Source: an optimization exercise on an open RTL-to-GDS flow (aim: small area). Production flows keep margins and buffers that such runs may drop.
The RTL was checked by simulation tests, not by an equivalence proof against the original design.
No activity file was given, so power comes from the tool's default toggle rates.

## exp/garnet
// pll_d
module pll_d(
	output logic freq_synced,
	input freq_in,
	input Clock, nReset
	);
Size in the first run: ~490 cells after synthesis, about 4 I/O pins, roughly 5000 um2 of cells after synthesis.
export LEC_CHECK = 0
export CAP_MARGIN = 20
export CORE_MARGIN = 2
export CORE_UTILIZATION = 60
export SLEW_MARGIN = 20
create_clock -name core_clock -period 6.0 [get_ports {Clock}]
standard.sh (not shown) runs the stock make flow with config.mk's settings and CLKGATE_MAP_FILE= SYNTH_SCRIPT=/design/flow/synth_recipe.tcl, a recipe that flattens the netlist after the stock synthesis.
==> flow/flow/run.sh <==
#!/bin/bash
# The standard layout, with clock tree synthesis told not to add dummy loads
# (cells that only balance the clock tree's load and drive nothing).
set -euo pipefail
export CTS_ARGS="-sink_clustering_enable -repair_clock_nets -dont_use_dummy_load"
bash standard.sh > standard.log 2>&1
exp/garnet | status: complete | timing, DRC, antenna: pass
diff inputs: exp/garnet => exp/nickel
==> flow/run.sh (new file) <==
#!/bin/bash
# synth_recipe.tcl (not shown) runs the flow's synth.tcl, then flattens the netlist and writes it again
# the make line also repeats each setting of config.mk as NAME=value (left out here)
make -C /OpenROAD-flow-scripts/flow DESIGN_CONFIG=/design/flow/config.mk WORK_HOME=/design/flow/orfs CLKGATE_MAP_FILE= SYNTH_SCRIPT=/design/flow/synth_recipe.tcl finish
removed: flow/flow/run.sh
removed: flow/standard.sh
Measured against each other, exp/garnet and exp/nickel differ in number of global-route vias before repair, the lower figure coming from exp/garnet. Any difference in final weighted congestion in routability-driven placement between exp/garnet and exp/nickel is small enough to ignore. Where routed wire length is concerned, exp/garnet is better than exp/nickel. In exp/nickel the share of power burned in combinational logic turned out 1.3 points lower than in exp/garnet. Data arrival time of the critical path in exp/nickel is 0.03 ns higher than in exp/garnet. Every stage of the flow completed for exp/nickel, and the final layout passed the timing, design-rule and antenna checks. exp/nickel reports a higher layout overhead on the synthesized area than exp/garnet does. Summary of exp/nickel over exp/garnet: placed cell area flat, total power density per cell area up about 3.3%, first-pass GRT wire length up 0.82%.
What exp/zinc does differently from exp/nickel at the input level:
- swapping 60 for 80 in CORE_UTILIZATION
- putting PLACE_DENSITY at 0.9 where nothing was set
==> flow/flow/run.sh (new file) <==
#!/bin/bash
# The standard layout, with clock tree synthesis told not to add dummy loads
# (cells that only balance the clock tree's load and drive nothing).
set -euo pipefail
export CTS_ARGS="-sink_clustering_enable -repair_clock_nets -dont_use_dummy_load"
bash standard.sh > standard.log 2>&1
==> flow/standard.sh (new file) <==
#!/bin/bash
# synth_recipe.tcl (not shown) runs the flow's synth.tcl, then flattens the netlist and writes it again
# the make line also repeats each setting of config.mk as NAME=value (left out here)
make -C /OpenROAD-flow-scripts/flow DESIGN_CONFIG=/design/flow/config.mk WORK_HOME=/design/flow/orfs CLKGATE_MAP_FILE= SYNTH_SCRIPT=/design/flow/synth_recipe.tcl "${@:-finish}"
removed: flow/run.sh
## What came out
- Switching share of total power: exp/zinc vs exp/nickel down 0.63 points
- Between exp/zinc and exp/nickel, the sequential cell count does not differ in any meaningful way.
- What exp/zinc reported for number of filler cells placed in the layout has to be multiplied by 2.4 to get the figure for exp/nickel.
- Diff exp/zinc and exp/nickel: count of plain and timing-repair buffers in the layout higher in exp/nickel
- In the metrics for exp/zinc and exp/nickel, the one carrying the higher required time of the critical path is exp/nickel.
- [compare] base=exp/nickel new=exp/zinc: post-route cell area shows a reduction of about 2.2%; setup slack shows a reduction of 0.14 ns; clock network fraction of total power shows a reduction of 3.8 points; slew at the pin with the worst max-slew slack shows an increase of 0.0083 ns.
- Die outline width, exp/zinc vs exp/nickel: down by more than 10%

========
## rev 12
Starting RTL as in the previous note.
clock: 6.0 ns
lec_check: 0
cap_margin: 20
core_margin: 2
core_utilization: 60
slew_margin: 20
==> flow/flow/run.sh <==
#!/bin/bash
# The standard layout, with clock tree synthesis told not to add dummy loads
# (cells that only balance the clock tree's load and drive nothing) and to
# use larger sink clusters.
set -euo pipefail
export CTS_ARGS="-sink_clustering_enable -repair_clock_nets -dont_use_dummy_load -sink_clustering_size 60 -sink_clustering_max_diameter 300 -buf_list sky130_fd_sc_hd__clkbuf_16 -root_buf sky130_fd_sc_hd__clkbuf_16"
bash standard.sh > standard.log 2>&1
> inputs changed (rev 12 -> rev 13)
-- flow/flow/run.sh --
<<< rev 12, line 6
export CTS_ARGS="-sink_clustering_enable -repair_clock_nets -dont_use_dummy_load -sink_clustering_size 60 -sink_clustering_max_diameter 300 -buf_list sky130_fd_sc_hd__clkbuf_16 -root_buf sky130_fd_sc_hd__clkbuf_16"
>>> rev 13, line 6
export CTS_ARGS="-sink_clustering_enable -repair_clock_nets -dont_use_dummy_load -sink_clustering_size 30 -sink_clustering_max_diameter 200 -buf_list sky130_fd_sc_hd__clkbuf_8"
### Flow results
- Relative to rev 12, total power consumption of the routed design decreased by about 7% in rev 13.
- Rev 13 against rev 12; post-layout instance area is down slightly.
- From rev 12 to rev 13 the numbers moved as follows: multi-input gate share of the layout cell area climbed 0.88 points, signed area change from the synthesized netlist to the final layout -2.0 points, worst hold-check slack now larger.

-- what the ideal ports hide --
The flow's constraints put no driver on any port. The routed layouts listed below were extracted and timed again, unchanged, in two steps.
Step 1, drivers: a clkbuf_16 drives Clock and a buf_2 each remaining input, both assumed.
Step 2 also shifts input and output timing later by t, the mid clock arrival at the registers, as if the neighbouring blocks saw the same clock.
Slacks: ideal / step 1 / step 2; pairs: ideal / step 1.
| run | shift t [ns] | setup WS [ns] | worst slew at a driven data input, ns |
|---|---|---|---|
| exp/garnet | 0.383 | 0.360 / 0.360 / 0.360 | 0.03 |
| exp/nickel | 0.403 | 0.366 / 0.366 / 0.366 | 0.03 |
| exp/zinc | 0.379 | 0.226 / 0.226 / 0.226 | 0.03 |
| rev 12 | 0.372 | 0.322 / 0.322 / 0.322 | 0.03 |
| rev 13 | 0.383 | 0.360 / 0.360 / 0.360 | 0.03 |
After both steps every run listed still meets setup and hold.
